This is an optimization exercise on Yosys and OpenROAD, whose aim is small area, a short achievable clock period and few clock cycles, not a production implementation.
Only the layout flow was run in this run; the RTL was not checked for function there.
Power figures rest on the tool's default switching activity, not on a simulated workload.

==> design/flow/design.v <==
module PE (
    input  wire        clk,
    input  wire [7:0]  a,
    input  wire [3:0]  bo,        
    input  wire [3:0]  bt,        
    input  wire [3:0]  bn,        
    input  wire        first_in,  
    input  wire [7:0]  kc,
    output wire [22:0] acc_s_out,
    output wire [22:0] acc_c_out
);
    reg  [22:0] acc_s, acc_c;
    reg         first;           
    wire [22:0] s_g = first ? {kc, 15'd0} : acc_s;
    wire [22:0] c_g = first ? 23'd0 : acc_c;
    wire pp0_0;
    wire pp0_1;
    wire pp0_2;
    wire pp0_3;
    wire pp0_4;
    wire pp0_5;
    wire pp0_6;
    wire pp0_7;
    wire pp0_8;
    wire pp1_0;
    wire pp1_1;
    wire pp1_2;
    wire pp1_3;
    wire pp1_4;
    wire pp1_5;
    wire pp1_6;
    wire pp1_7;
    wire pp1_8;
    wire pp2_0;
    wire pp2_1;
    wire pp2_2;
    wire pp2_3;
    wire pp2_4;
    wire pp2_5;
    wire pp2_6;
    wire pp2_7;
    wire pp2_8;
    wire pp3_0;
    wire pp3_1;
    wire pp3_2;
    wire pp3_3;
    wire pp3_4;
    wire pp3_5;
    wire pp3_6;
    wire pp3_7;
    wire pp3_8;
    wire s1;
    wire c2;
    wire s3;
    wire c4;
    wire s5;
    wire c6;
    wire s7;
    wire c8;
    wire s9;
    wire c10;
    wire s11;
    wire c12;
    wire s13;
    wire c14;
    wire s15;
    wire c16;
    wire s17;
    wire c18;
    wire s19;
    wire c20;
    wire s21;
    wire c22;
    wire s23;
    wire c24;
    wire s25;
    wire c26;
    wire s27;
    wire c28;
    wire s29;
    wire c30;
    wire s31;
    wire c32;
    wire s33;
    wire c34;
    wire s35;
    wire c36;
    wire s37;
    wire c38;
    wire s39;
    wire c40;
    wire s41;
    wire c42;
    wire s43;
    wire s44;
    wire c45;
    wire s46;
    wire c47;
    wire s48;
    wire c49;
    wire s50;
    wire c51;
    wire s52;
    wire c53;
    wire s54;
    wire c55;
    wire s56;
    wire c57;
    wire s58;
    wire c59;
    wire s60;
    wire c61;
    wire s62;
    wire c63;
    wire s64;
    wire c65;
    wire s66;
    wire c67;
    wire s68;
    wire c69;
    wire s70;
    wire c71;
    wire s72;
    wire c73;
    wire s74;
    wire c75;
    wire s76;
    wire c77;
    wire s78;
    wire c79;
    wire s80;
    wire c81;
    wire s82;
    wire c83;
    wire s84;
    wire c85;
    wire s86;
    wire c87;
    wire s88;
    wire c89;
    wire s90;
    wire c91;
    wire s92;
    wire c93;
    wire s94;
    wire c95;
    wire s96;
    wire c97;
    wire s98;
    wire c99;
    wire s100;
    wire c101;
    wire s102;
    wire c103;
    wire s104;
    wire c105;
    wire s106;
    wire c107;
    wire s108;
    wire c109;
    wire s110;
    wire c111;
    wire s112;
    wire c113;
    wire s114;
    wire c115;
    wire s116;
    wire c117;
    wire s118;
    wire c119;
    wire s120;
    wire c121;
    wire s122;
    wire c123;
    assign pp0_0 = (bo[0] & a[0]) ^ bn[0];
    assign pp0_1 = ((bo[0] & a[1]) | (bt[0] & a[0])) ^ bn[0];
    assign pp0_2 = ((bo[0] & a[2]) | (bt[0] & a[1])) ^ bn[0];
    assign pp0_3 = ((bo[0] & a[3]) | (bt[0] & a[2])) ^ bn[0];
    assign pp0_4 = ((bo[0] & a[4]) | (bt[0] & a[3])) ^ bn[0];
    assign pp0_5 = ((bo[0] & a[5]) | (bt[0] & a[4])) ^ bn[0];
    assign pp0_6 = ((bo[0] & a[6]) | (bt[0] & a[5])) ^ bn[0];
    assign pp0_7 = ((bo[0] & a[7]) | (bt[0] & a[6])) ^ bn[0];
    assign pp0_8 = ~(((bo[0] & a[7]) | (bt[0] & a[7])) ^ bn[0]);
    assign pp1_0 = (bo[1] & a[0]) ^ bn[1];
    assign pp1_1 = ((bo[1] & a[1]) | (bt[1] & a[0])) ^ bn[1];
    assign pp1_2 = ((bo[1] & a[2]) | (bt[1] & a[1])) ^ bn[1];
    assign pp1_3 = ((bo[1] & a[3]) | (bt[1] & a[2])) ^ bn[1];
    assign pp1_4 = ((bo[1] & a[4]) | (bt[1] & a[3])) ^ bn[1];
    assign pp1_5 = ((bo[1] & a[5]) | (bt[1] & a[4])) ^ bn[1];
    assign pp1_6 = ((bo[1] & a[6]) | (bt[1] & a[5])) ^ bn[1];
    assign pp1_7 = ((bo[1] & a[7]) | (bt[1] & a[6])) ^ bn[1];
    assign pp1_8 = ~(((bo[1] & a[7]) | (bt[1] & a[7])) ^ bn[1]);
    assign pp2_0 = (bo[2] & a[0]) ^ bn[2];
    assign pp2_1 = ((bo[2] & a[1]) | (bt[2] & a[0])) ^ bn[2];
    assign pp2_2 = ((bo[2] & a[2]) | (bt[2] & a[1])) ^ bn[2];
    assign pp2_3 = ((bo[2] & a[3]) | (bt[2] & a[2])) ^ bn[2];
    assign pp2_4 = ((bo[2] & a[4]) | (bt[2] & a[3])) ^ bn[2];
    assign pp2_5 = ((bo[2] & a[5]) | (bt[2] & a[4])) ^ bn[2];
    assign pp2_6 = ((bo[2] & a[6]) | (bt[2] & a[5])) ^ bn[2];
    assign pp2_7 = ((bo[2] & a[7]) | (bt[2] & a[6])) ^ bn[2];
    assign pp2_8 = ~(((bo[2] & a[7]) | (bt[2] & a[7])) ^ bn[2]);
    assign pp3_0 = (bo[3] & a[0]) ^ bn[3];
    assign pp3_1 = ((bo[3] & a[1]) | (bt[3] & a[0])) ^ bn[3];
    assign pp3_2 = ((bo[3] & a[2]) | (bt[3] & a[1])) ^ bn[3];
    assign pp3_3 = ((bo[3] & a[3]) | (bt[3] & a[2])) ^ bn[3];
    assign pp3_4 = ((bo[3] & a[4]) | (bt[3] & a[3])) ^ bn[3];
    assign pp3_5 = ((bo[3] & a[5]) | (bt[3] & a[4])) ^ bn[3];
    assign pp3_6 = ((bo[3] & a[6]) | (bt[3] & a[5])) ^ bn[3];
    assign pp3_7 = ((bo[3] & a[7]) | (bt[3] & a[6])) ^ bn[3];
    assign pp3_8 = ~(((bo[3] & a[7]) | (bt[3] & a[7])) ^ bn[3]);
    HA ha1 (.a(s_g[6]), .b(c_g[6]), .s(s1), .co(c2));
    HA ha2 (.a(s_g[7]), .b(c_g[7]), .s(s3), .co(c4));
    FA fa1 (.a(s_g[8]), .b(c_g[8]), .ci(pp0_8), .s(s5), .co(c6));
    HA ha3 (.a(s_g[9]), .b(c_g[9]), .s(s7), .co(c8));
    HA ha4 (.a(s_g[2]), .b(c_g[2]), .s(s9), .co(c10));
    HA ha5 (.a(s_g[3]), .b(c_g[3]), .s(s11), .co(c12));
    FA fa2 (.a(s_g[4]), .b(c_g[4]), .ci(pp0_4), .s(s13), .co(c14));
    HA ha6 (.a(pp1_2), .b(pp2_0), .s(s15), .co(c16));
    FA fa3 (.a(s_g[5]), .b(c_g[5]), .ci(pp0_5), .s(s17), .co(c18));
    HA ha7 (.a(pp1_3), .b(pp2_1), .s(s19), .co(c20));
    FA fa4 (.a(pp0_6), .b(pp1_4), .ci(pp2_2), .s(s21), .co(c22));
    FA fa5 (.a(pp3_0), .b(bn[3]), .ci(s1), .s(s23), .co(c24));
    FA fa6 (.a(pp0_7), .b(pp1_5), .ci(pp2_3), .s(s25), .co(c26));
    FA fa7 (.a(pp3_1), .b(s3), .ci(c2), .s(s27), .co(c28));
    FA fa8 (.a(pp1_6), .b(pp2_4), .ci(pp3_2), .s(s29), .co(c30));
    assign s31 = ~(c4 ^ s5);
    assign c32 = c4 | s5;
    FA fa9 (.a(pp1_7), .b(pp2_5), .ci(pp3_3), .s(s33), .co(c34));
    assign s35 = ~(c6 ^ s7);
    assign c36 = c6 | s7;
    FA fa10 (.a(s_g[10]), .b(c_g[10]), .ci(pp1_8), .s(s37), .co(c38));
    FA fa11 (.a(pp2_6), .b(pp3_4), .ci(c8), .s(s39), .co(c40));
    FA fa12 (.a(s_g[11]), .b(c_g[11]), .ci(pp2_7), .s(s41), .co(c42));
    assign s43 = ~pp3_5;
    FA fa13 (.a(s_g[12]), .b(c_g[12]), .ci(pp2_8), .s(s44), .co(c45));
    HA ha8 (.a(s_g[13]), .b(c_g[13]), .s(s46), .co(c47));
    HA ha9 (.a(s_g[0]), .b(c_g[0]), .s(s48), .co(c49));
    HA ha10 (.a(s_g[1]), .b(c_g[1]), .s(s50), .co(c51));
    FA fa14 (.a(pp0_2), .b(pp1_0), .ci(bn[1]), .s(s52), .co(c53));
    FA fa15 (.a(pp0_3), .b(pp1_1), .ci(s11), .s(s54), .co(c55));
    FA fa16 (.a(bn[2]), .b(s13), .ci(s15), .s(s56), .co(c57));
    FA fa17 (.a(s17), .b(s19), .ci(c14), .s(s58), .co(c59));
    FA fa18 (.a(s21), .b(s23), .ci(c18), .s(s60), .co(c61));
    FA fa19 (.a(s25), .b(s27), .ci(c22), .s(s62), .co(c63));
    FA fa20 (.a(s29), .b(s31), .ci(c26), .s(s64), .co(c65));
    FA fa21 (.a(s33), .b(s35), .ci(c30), .s(s66), .co(c67));
    FA fa22 (.a(s37), .b(s39), .ci(c34), .s(s68), .co(c69));
    FA fa23 (.a(s41), .b(s43), .ci(c38), .s(s70), .co(c71));
    FA fa24 (.a(pp3_6), .b(s44), .ci(c42), .s(s72), .co(c73));
    assign s74 = ~(s46 ^ pp3_7);
    assign c75 = s46 | pp3_7;
    FA fa25 (.a(s_g[14]), .b(c_g[14]), .ci(pp3_8), .s(s76), .co(c77));
    HA ha11 (.a(pp0_0), .b(bn[0]), .s(s78), .co(c79));
    FA fa26 (.a(pp0_1), .b(s50), .ci(c49), .s(s80), .co(c81));
    FA fa27 (.a(s9), .b(s52), .ci(c51), .s(s82), .co(c83));
    FA fa28 (.a(c10), .b(s54), .ci(c53), .s(s84), .co(c85));
    FA fa29 (.a(c12), .b(s56), .ci(c55), .s(s86), .co(c87));
    FA fa30 (.a(c16), .b(s58), .ci(c57), .s(s88), .co(c89));
    FA fa31 (.a(c20), .b(s60), .ci(c59), .s(s90), .co(c91));
    FA fa32 (.a(c24), .b(s62), .ci(c61), .s(s92), .co(c93));
    FA fa33 (.a(c28), .b(s64), .ci(c63), .s(s94), .co(c95));
    FA fa34 (.a(c32), .b(s66), .ci(c65), .s(s96), .co(c97));
    FA fa35 (.a(c36), .b(s68), .ci(c67), .s(s98), .co(c99));
    FA fa36 (.a(c40), .b(s70), .ci(c69), .s(s100), .co(c101));
    FA fa37 (.a(pp3_5), .b(s72), .ci(c71), .s(s102), .co(c103));
    FA fa38 (.a(c45), .b(s74), .ci(c73), .s(s104), .co(c105));
    FA fa39 (.a(c47), .b(s76), .ci(c75), .s(s106), .co(c107));
    FA fa40 (.a(s_g[15]), .b(c_g[15]), .ci(c77), .s(s108), .co(c109));
    HA ha12 (.a(s_g[16]), .b(c_g[16]), .s(s110), .co(c111));
    HA ha13 (.a(s_g[17]), .b(c_g[17]), .s(s112), .co(c113));
    HA ha14 (.a(s_g[18]), .b(c_g[18]), .s(s114), .co(c115));
    HA ha15 (.a(s_g[19]), .b(c_g[19]), .s(s116), .co(c117));
    HA ha16 (.a(s_g[20]), .b(c_g[20]), .s(s118), .co(c119));
    HA ha17 (.a(s_g[21]), .b(c_g[21]), .s(s120), .co(c121));
    HA ha18 (.a(s_g[22]), .b(c_g[22]), .s(s122), .co(c123));
    always @(posedge clk) begin
        first <= first_in;
        acc_s <= {s122, s120, s118, s116, s114, s112, s110, s108, s106, s104, s102, s100, s98, s96, s94, s92, s90, s88, s86, s84, s82, s80, s48};
        acc_c <= {c121, c119, c117, c115, c113, c111, c109, c107, c105, c103, c101, c99, c97, c95, c93, c91, c89, c87, c85, c83, c81, c79, s78};
    end
    assign acc_s_out = acc_s;
    assign acc_c_out = acc_c;
endmodule
module FA (input wire a, input wire b, input wire ci, output wire s, output wire co);
    assign s  = a ^ b ^ ci;
    assign co = (a & b) | (ci & (a ^ b));
endmodule
module HA (input wire a, input wire b, output wire s, output wire co);
    assign s  = a ^ b;
    assign co = a & b;
endmodule
module systolic_array (
    input  wire         clk,
    input  wire [31:0]  a_word,     
    input  wire [15:0]  b_one,      
    input  wire [15:0]  b_two,      
    input  wire [15:0]  b_neg,      
    input  wire         first,      
    input  wire [31:0]  kc,         
    input  wire [1:0]   row_sel_nx,  
    output wire [183:0] row_out     
);
    wire [22:0] acc_s [0:15];
    wire [22:0] acc_c [0:15];
    genvar r, c;
    generate
        for (r = 0; r < 4; r = r + 1) begin : g_row
            for (c = 0; c < 4; c = c + 1) begin : g_col
                PE pe (
                    .clk      (clk),
                    .a        (a_word[31-8*r -: 8]),
                    .bo       (b_one[15-4*c -: 4]),
                    .bt       (b_two[15-4*c -: 4]),
                    .bn       (b_neg[15-4*c -: 4]),
                    .first_in (first),
                    .kc       (kc[31-8*r -: 8]),
                    .acc_s_out(acc_s[4*r+c]),
                    .acc_c_out(acc_c[4*r+c])
                );
            end
        end
        for (c = 0; c < 4; c = c + 1) begin : g_out
            wire [1:0] sel_s, sel_c;
            OREG #(.W(2)) sel_sq (.clk(clk), .d(row_sel_nx), .q(sel_s));
            OREG #(.W(2)) sel_cq (.clk(clk), .d(row_sel_nx), .q(sel_c));
            assign row_out[183-46*c -: 23] = acc_s[4*sel_s+c];
            assign row_out[160-46*c -: 23] = acc_c[4*sel_c+c];
        end
    endgenerate
endmodule
module TPU
#(
    parameter ADDR_BITS = 12
)
(
    input  wire                  clk,
    input  wire                  rst_n,
    input  wire                  in_valid,
    input  wire [7:0]            K,
    input  wire [7:0]            M,
    input  wire [7:0]            N,
    output wire                  busy,
    output wire                  A_wr_en,
    output wire [ADDR_BITS-1:0]  A_index,
    output wire [31:0]           A_data_in,
    input  wire [31:0]           A_data_out,
    output wire                  B_wr_en,
    output wire [ADDR_BITS-1:0]  B_index,
    output wire [31:0]           B_data_in,
    input  wire [31:0]           B_data_out,
    output wire                  C_wr_en,
    output wire [ADDR_BITS-1:0]  C_index,
    output wire [127:0]          C_data_in,
    input  wire [127:0]          C_data_out
);
    assign A_wr_en   = 1'b0;
    assign B_wr_en   = 1'b0;
    assign A_data_in = 32'd0;
    assign B_data_in = 32'd0;
    reg        busy_q;
    reg        issuing;      
    reg [1:0]  gap;          
    reg [7:0]  k_reg, m_reg;
    reg [7:0]  kp1;          
    reg [7:0]  mrem;         
    reg [7:0]  nrem;         
    reg [ADDR_BITS-1:0] a_idx, b_idx, bbase, c_idx;
    reg [31:0] kc;           
    wire start = in_valid & ~busy_q;
    wire issue = busy_q & issuing;
    wire last_k = (kp1 == k_reg);
    wire last_a = (mrem <= 8'd4);
    wire last_b = (nrem <= 8'd4);
    wire fin    = last_k & last_a & last_b;
    wire [1:0] rows_m1 = last_a ? mrem[1:0] - 2'd1 : 2'd3;
    wire first_k = (kp1 == 8'd1);
    reg [ADDR_BITS-1:0] a_nx, b_nx;
    always @(*) begin
        a_nx = a_idx;
        b_nx = b_idx;
        if (start) begin
            a_nx = {ADDR_BITS{1'b0}};
            b_nx = {ADDR_BITS{1'b0}};
        end else if (issue) begin
            if (!last_k || (!fin && !last_a))
                a_nx = a_idx + 1'b1;
            else
                a_nx = {ADDR_BITS{1'b0}};
            if (!last_k || (!fin && last_a))
                b_nx = b_idx + 1'b1;
            else if (!fin)
                b_nx = bbase;
            else
                b_nx = {ADDR_BITS{1'b0}};
        end
    end
    always @(posedge clk or negedge rst_n) begin
        if (!rst_n) begin
            busy_q  <= 1'b0;
            issuing <= 1'b0;
        end else if (start) begin
            busy_q  <= 1'b1;
            issuing <= 1'b1;
        end else begin
            if (C_wr_en_q & c_fin)
                busy_q <= 1'b0;
            if (issue & last_k)
                issuing <= ~fin & (rows_m1 == 2'd0);
            else if (~issue & (gap == 2'd1))
                issuing <= 1'b1;
        end
    end
    always @(posedge clk) begin
        a_idx <= a_nx;
        b_idx <= b_nx;
        if (start) begin
            k_reg <= K;
            m_reg <= M;
            mrem  <= M;
            nrem  <= N;
            kp1   <= 8'd1;
            gap   <= 2'd0;
            bbase <= {ADDR_BITS{1'b0}};
        end else if (issue) begin
            if (!last_k) begin
                kp1 <= kp1 + 8'd1;
            end else begin
                kp1 <= 8'd1;
                gap <= fin ? 2'd0 : rows_m1;
                if (last_a) begin
                    mrem  <= m_reg;
                    nrem  <= nrem - 8'd4;
                    bbase <= b_idx + 1'b1;
                end else begin
                    mrem  <= mrem - 8'd4;
                end
            end
        end else if (gap != 2'd0) begin
            gap <= gap - 2'd1;
        end
    end
    always @(posedge clk) begin
        kc[31:24] <= 8'd0 - k_reg;
        kc[23:16] <= 8'd255 - k_reg;
        kc[15:8]  <= 8'd254 - k_reg;
        kc[7:0]   <= 8'd253 - k_reg;
    end
    reg [31:0] a_word;
    reg [15:0] b_one, b_two, b_neg;
    always @(posedge clk)
        a_word <= issue ? A_data_out : 32'd0;
    genvar c, i, k;
    generate
        for (c = 0; c < 4; c = c + 1) begin : g_benc
            wire [8:0] bb = {B_data_out[31-8*c -: 8], 1'b0};
            for (k = 0; k < 4; k = k + 1) begin : g_dig
                wire hi = bb[2*k+2], mid = bb[2*k+1], lo = bb[2*k];
                always @(posedge clk) begin
                    b_one[15-4*c-3+k] <= mid ^ lo;
                    b_two[15-4*c-3+k] <= (hi & ~mid & ~lo) | (~hi & mid & lo);
                    b_neg[15-4*c-3+k] <= hi;
                end
            end
        end
    endgenerate
    reg       l0, z0;
    reg [1:0] r0;
    always @(posedge clk or negedge rst_n) begin
        if (!rst_n)
            l0 <= 1'b0;
        else
            l0 <= issue & last_k;
    end
    always @(posedge clk) begin
        z0 <= fin;
        r0 <= rows_m1;
    end
    reg        ld;         
    reg [1:0]  ld_row;     
    reg [1:0]  ld_last;    
    reg        ld_fin;     
    reg        c_fin;      
    reg        C_wr_en_q;
    wire [183:0] row_out;
    wire [1:0]   ld_row_nx;
    systolic_array array (
        .clk    (clk),
        .a_word (a_word),
        .b_one  (b_one),
        .b_two  (b_two),
        .b_neg  (b_neg),
        .first  (issue & first_k),
        .kc     (kc),
        .row_sel_nx(ld_row_nx),
        .row_out(row_out)
    );
    always @(posedge clk or negedge rst_n) begin
        if (!rst_n) begin
            ld        <= 1'b0;
            C_wr_en_q <= 1'b0;
        end else begin
            C_wr_en_q <= ld;
            if (l0)
                ld <= 1'b1;
            else if (ld_row == ld_last)
                ld <= 1'b0;
        end
    end
    assign ld_row_nx = l0 ? 2'd0 : ld ? ld_row + 2'd1 : ld_row;
    always @(posedge clk) begin
        c_fin  <= ld & ld_fin & (ld_row == ld_last);
        ld_row <= ld_row_nx;
        if (l0) begin
            ld_last <= r0;
            ld_fin  <= z0;
        end
    end
    wire [ADDR_BITS-1:0] c_nx = start ? {ADDR_BITS{1'b0}} :
                                C_wr_en_q ? c_idx + 1'b1 : c_idx;
    always @(posedge clk)
        c_idx <= c_nx;
    OREG_R o_busy (.clk(clk), .rst_n(rst_n),
                   .d(start | (busy_q & ~(C_wr_en_q & c_fin))), .q(busy));
    OREG_R o_cwe  (.clk(clk), .rst_n(rst_n), .d(ld), .q(C_wr_en));
    assign A_index = a_idx;
    assign B_index = b_idx;
    assign C_index = c_idx;
    generate
        for (c = 0; c < 4; c = c + 1) begin : g_lane
            wire [22:0] sum = row_out[183-46*c -: 23] + row_out[160-46*c -: 23];
            wire [2:0]  sgn;
            OREG #(.W(23)) o_lo (.clk(clk), .d(sum), .q(C_data_in[127-32*c-9 -: 23]));
            for (i = 0; i < 3; i = i + 1) begin : g_sign
                OREG #(.W(1)) o_s (.clk(clk), .d(sum[22]), .q(sgn[i]));
            end
            assign C_data_in[127-32*c -: 9] = {sgn[0], sgn[0], sgn[0],
                                               sgn[1], sgn[1], sgn[1],
                                               sgn[2], sgn[2], sgn[2]};
        end
    endgenerate
endmodule
module OREG #(
    parameter W = 1
) (
    input  wire         clk,
    input  wire [W-1:0] d,
    output reg  [W-1:0] q
);
    always @(posedge clk)
        q <= d;
endmodule
module OREG_R (
    input  wire clk,
    input  wire rst_n,
    input  wire d,
    output reg  q
);
    always @(posedge clk or negedge rst_n)
        if (!rst_n)
            q <= 1'b0;
        else
            q <= d;
endmodule
==> design/flow/flow/run.sh <==
#!/bin/bash
# Layout: the standard ORFS flow, with timing repair asked to aim for a
# shorter period than the clock the design is constrained and signed off at,
# and the ports buffered with plain buffers.
set -euo pipefail
bash standard.sh \
    SETUP_SLACK_MARGIN=6.7 \
    "BUFFER_PORTS_ARGS=-buffer_cell sky130_fd_sc_hd__buf_4" \
    finish > standard_flow.log 2>&1
==> design/flow/standard.sh <==
#!/bin/bash
# synth_recipe.tcl (not shown) runs the flow's synth.tcl, then flattens the netlist and writes it again
# the make line also repeats each setting of config.mk as NAME=value (left out here)
make -C /OpenROAD-flow-scripts/flow DESIGN_CONFIG=/design/flow/config.mk WORK_HOME=/design/flow/orfs CLKGATE_MAP_FILE= SYNTH_SCRIPT=/design/flow/synth_recipe.tcl "${@:-finish}"
==> design/flow/config.mk <==
export PLATFORM = sky130hd
export DESIGN_NAME = TPU
export DESIGN_NICKNAME = TPU
export VERILOG_FILES = /design/flow/design.v
export SDC_FILE = /design/flow/constraint.sdc
export NUM_CORES = 4
export LEC_CHECK = 0
export CAP_MARGIN = 20
export CORE_MARGIN = 2
export CORE_UTILIZATION = 60
export CTS_CLUSTER_DIAMETER = 60
export CTS_CLUSTER_SIZE = 30
export PLACE_DENSITY = 0.7
export SLEW_MARGIN = 20
export SYNTH_HIERARCHICAL = 1
==> design/flow/constraint.sdc <==
create_clock -name core_clock -period 10.0 [get_ports {clk}]
set_input_delay 2.0000 -clock core_clock [delete_from_list [all_inputs] [get_ports {clk}]]
set_output_delay 2.0000 -clock core_clock [all_outputs]
set_load 0.01 [all_outputs]
==> metrics.cfg <==
[die]
num_rows = 125
fp.coreArea_um2 = 116000
ios = 451
die_x_um = 346
die_area_um2 = 120000
start_util_pct = 60.4
die_h_um = 346

[routing]
drc = 0
vias = 45000
drt_wl_total_um = 181000
dr.pass1.iters = 5
viasPerCell = 5.94
drt_iter0_drc = 3458
ant_nets = 0
routedWlPerCell_um = 23.9

[logic_synthesis]
ys.flop_type = dfxtp_1
synth_edf_count = 35
synthCells = 5929
seq_area_frac_synth_pct = 31.6
syn_area_um2 = 70100
ys_types = 79
synth_top_cell_by_area = dfxtp_1
synth_mux_area_share_pct = 8.28
synth_top_family_by_area = adder cells
synth_xor_area_share_pct = 9.52
synth_fa_ha_area_share_pct = 26.3
async_reset_ff_share_pct = 0.643
synth_area_leaders = dfxtp_1, fa_1, ha_1
synth_seq_cells = 1088
yosysMostFrequentCell = dfxtp_1
syn_area_per_cell_um2 = 11.8
synth_common_cells = dfxtp_1, fa_1, xnor2_1
yosysTopAreaCellShare_pct = 29.9
synth_compound_gate_area_share_pct = 8.38
synthSimpleGateAreaFrac_pct = 8.93
ys_warn_count = 13

[critical_path]
arrival_ns = 4.06
crit_fanout = 4
worstPathRequired_ns = 10.60
crit_type = reg -> reg
worstSetupStartpointType = flop
crit_chain = buf_12 -> mux4_2 -> ha_4 -> fa_2 -> a21oi_2 -> o21ai_2 -> a211o_1 -> a211o_1 -> a211oi_2 -> o21bai_2 -> xnor2_2 -> buf_6
crit_top_cell = a211o_1
cp_slowest_stage_delay_ns = 0.54
cp_slowest_cell = mux4_2
worstSetupEndpointType = flop

[placed_design]
hpwl_um = 119000
routabilityCongestion = 0.885
place_ws_ns = 5.55
io_buffers = 256

[global_route]
grt_pass1_wl_um = 282000
grt_start_max_net_pins = 60
grt_usage_pct = 30.5
grt_pass1_vias = 47200
globalRouteOverflowTotal = 0
grt_antenna_before_repair = 6

[pwr]
ir_drop_mv = 0.240
p_leak_nw = 31.9
p_per_area_nw_per_um2 = 425

[sta]
fin_ws_ns = 6.54
worst_pin_slew_ns = 1.14
period_minus_slack_ns = 3.46
fin_crit_sh_pct = 34.6
skew_ns = 0.0450
fin_setup_tns_ns = 0
clock.fmax_mhz = 289
maxSlewHeadroom_pct = 23.9
rsz0062_at_grt = yes
finalMaxSlewViolations = 0
setup_viol = 0
hold_viol_final = 0

[clock_network]
cts_root_buf = clkbuf_16
clk_latency_ns = 0.73
numCtsBuffers = 100
cts.sinks = 1088
clk_pin_slew_ns = 0.09
cts_tree = done
cts_hold_buf = 0
h-tree-depth = 3
clk_path_buf_depth = 3

[cells_and_area]
nNetsFinal = 7268
reg.largest.list = array.g_row.g_col.pe.acc_c: 368 flops, array.g_row.g_col.pe.acc_s: 368 flops, g_lane.o_lo.q: 92 flops
drive_gt1_share_pct = 18.0
syn_to_final_growth_pct = 8.30
fill_cells = 8892

[outcome]
status = timing/DRC/antenna clean

[worst_hold_path]
min_path_type = reg -> reg

[run]
drv_cap = 0

-- final timing paths --
path	cells after the start	start	slack, ns	end
worst max-delay path	12	array.g_out[2].sel_cq.q[0]$_DFF_P_	6.54	g_lane[2].g_sign[0].o_s.q$_DFF_P_
worst min-delay path	0	z0$_DFF_P_	0.41	ld_fin$_DFFE_PP_
worst max register to register	12	array.g_out[2].sel_cq.q[0]$_DFF_P_	6.54	g_lane[2].g_sign[0].o_s.q$_DFF_P_
worst min register to register	0	z0$_DFF_P_	0.41	ld_fin$_DFFE_PP_
max in group asynchronous	1	rst_n	8.80	busy_q$_DFFE_PN0P_
min in group asynchronous	1	rst_n	1.07	issuing$_DFFE_PN0P_
-- power breakdown --
| part | leakage [nW] | internal (W) | switching (W) |
|---|---|---|---|
| registers | 9.18 | 0.00675 | 0.00119 |
| clock network | 1.81 | 0.00222 | 0.00210 |
| logic | 21.0 | 0.00947 | 0.0105 |
-- cell families (layout without fill, tap and decap cells) --
kind of cell    Yosys count  after routing
fa+ha+maj              1085           1085
other cells               1             69
mux                     313            313
compound gates          823            823
simple gates           1085           1085
flops                  1088           1088
xor+xnor                762            762
buf+inv                 772            830
-- critical path: cells and delay by family (launching register included) --
| family | cells | cell delay [ns] |
|---|---|---|
| buf+inv | 2 | 0.26 |
| mux | 1 | 0.54 |
| flops | 1 | 0.37 |
| fa+ha+maj | 2 | 0.57 |
| xor+xnor | 1 | 0.15 |
| compound gates | 6 | 1.44 |
-- metal layers --
| metal | global-route usage (%) | share of wire, % | vias up |
|---|---|---|---|
| met5 | 0 | 0.0072 | - |
| met4 | 9.80 | 3.0 | 2 |
| met3 | 7.30 | 9.6 | 299 |
| met2 | 46.9 | 45 | 1873 |
| met1 | 42.6 | 43 | 22800 |
| li1 | - | - | 20000 |
-- placed cells by master, fill, tap and decap left out, types with 18 or more instances in the layout --
cell         n
fa_1       642
nand2_1    150
a22oi_1    433
mux2_2      96
a21oi_1     86
nor2b_1    493
inv_1      221
mux2_4      32
nand2b_1    24
nor2_1     114
a21o_1      51
xnor2_1    583
buf_4      382
edfxtp_1    35
ha_1       423
and3_1      44
buf_6       18
dfxtp_1    952
and2b_1    128
clkbuf_16  105
nand3_1     42
dfxtp_2     78
o21ai_0    132
xor2_1     173
conb_1      66
mux4_2     167
-- per-module statistics from Yosys (local to each module, per instance), a selection --
module	area, um2	flip-flops and latches	times used
TPU	12600	214	1
HA	12.5	0	288
systolic_array	4720	0	1
FA	20.0	0	640
PE	2120	47	16
OREG_R	25.0	1	2
-- stage by stage --
stage | power [W] | cell area (um2) | util, % | std cells | hold slack [ns]
after floorplan | 0.0219 | 70400 | - | 5994 | 0.386
after global placement | 0.0262 | 71100 | 61.2 | 7339 | 0.389
after detailed placement | 0.0270 | 71100 | 61.2 | 7339 | 0.389
after CTS | 0.0321 | 75600 | 65.2 | 7564 | 0.410
after global routing | 0.0355 | 75900 | 65.4 | 7576 | 0.418
final | 0.0323 | 76000 | 65.5 | 7579 | 0.411
-- cell type report --
cell class	count	area [um2]	share of cell area, %
sequential	1088	22300	29.4
tap	1524	1910	2.51
multi-input combinational	4134	43700	57.5
clock inverter	78	1080	1.42
inverter	224	841	1.11
antenna	3	7.51	0.00988
timing repair buffer	416	3470	4.56
clock buffer	112	2670	3.52
-- repair_timing --
item,4_1_cts,5_1_grt
pin swaps,24,24
setup buffers,29,11
endpoints found under the setup margin,87,56
resized for setup,122,52
cloned,6,1

what the ideal ports hide:
How much do the figures lean on ideal ports? The routed layout below was timed once more, with nothing changed but the port constraints. Step 1 assumes that a clkbuf_16 drives the clock port and a buf_2 every other input. Step 2 also shifts input and output timing later by t, the mid clock arrival at the registers, as if the neighbouring blocks saw the same clock. Three values: ideal, step 1, step 2; two values: the first two.
shift t [ns]: 0.784
slack for setup (ns): 6.540 / 6.540 / 6.208
worst hold slack (ns): 0.411 / 0.411 / 0.411
worst setup path at the end: input to register
cell pins on the clock port's net: 1
After both steps this run still meets setup and hold. For this run, drivers alone change the setup slack by 0.000 ns; drivers and shift together by -0.332 ns.
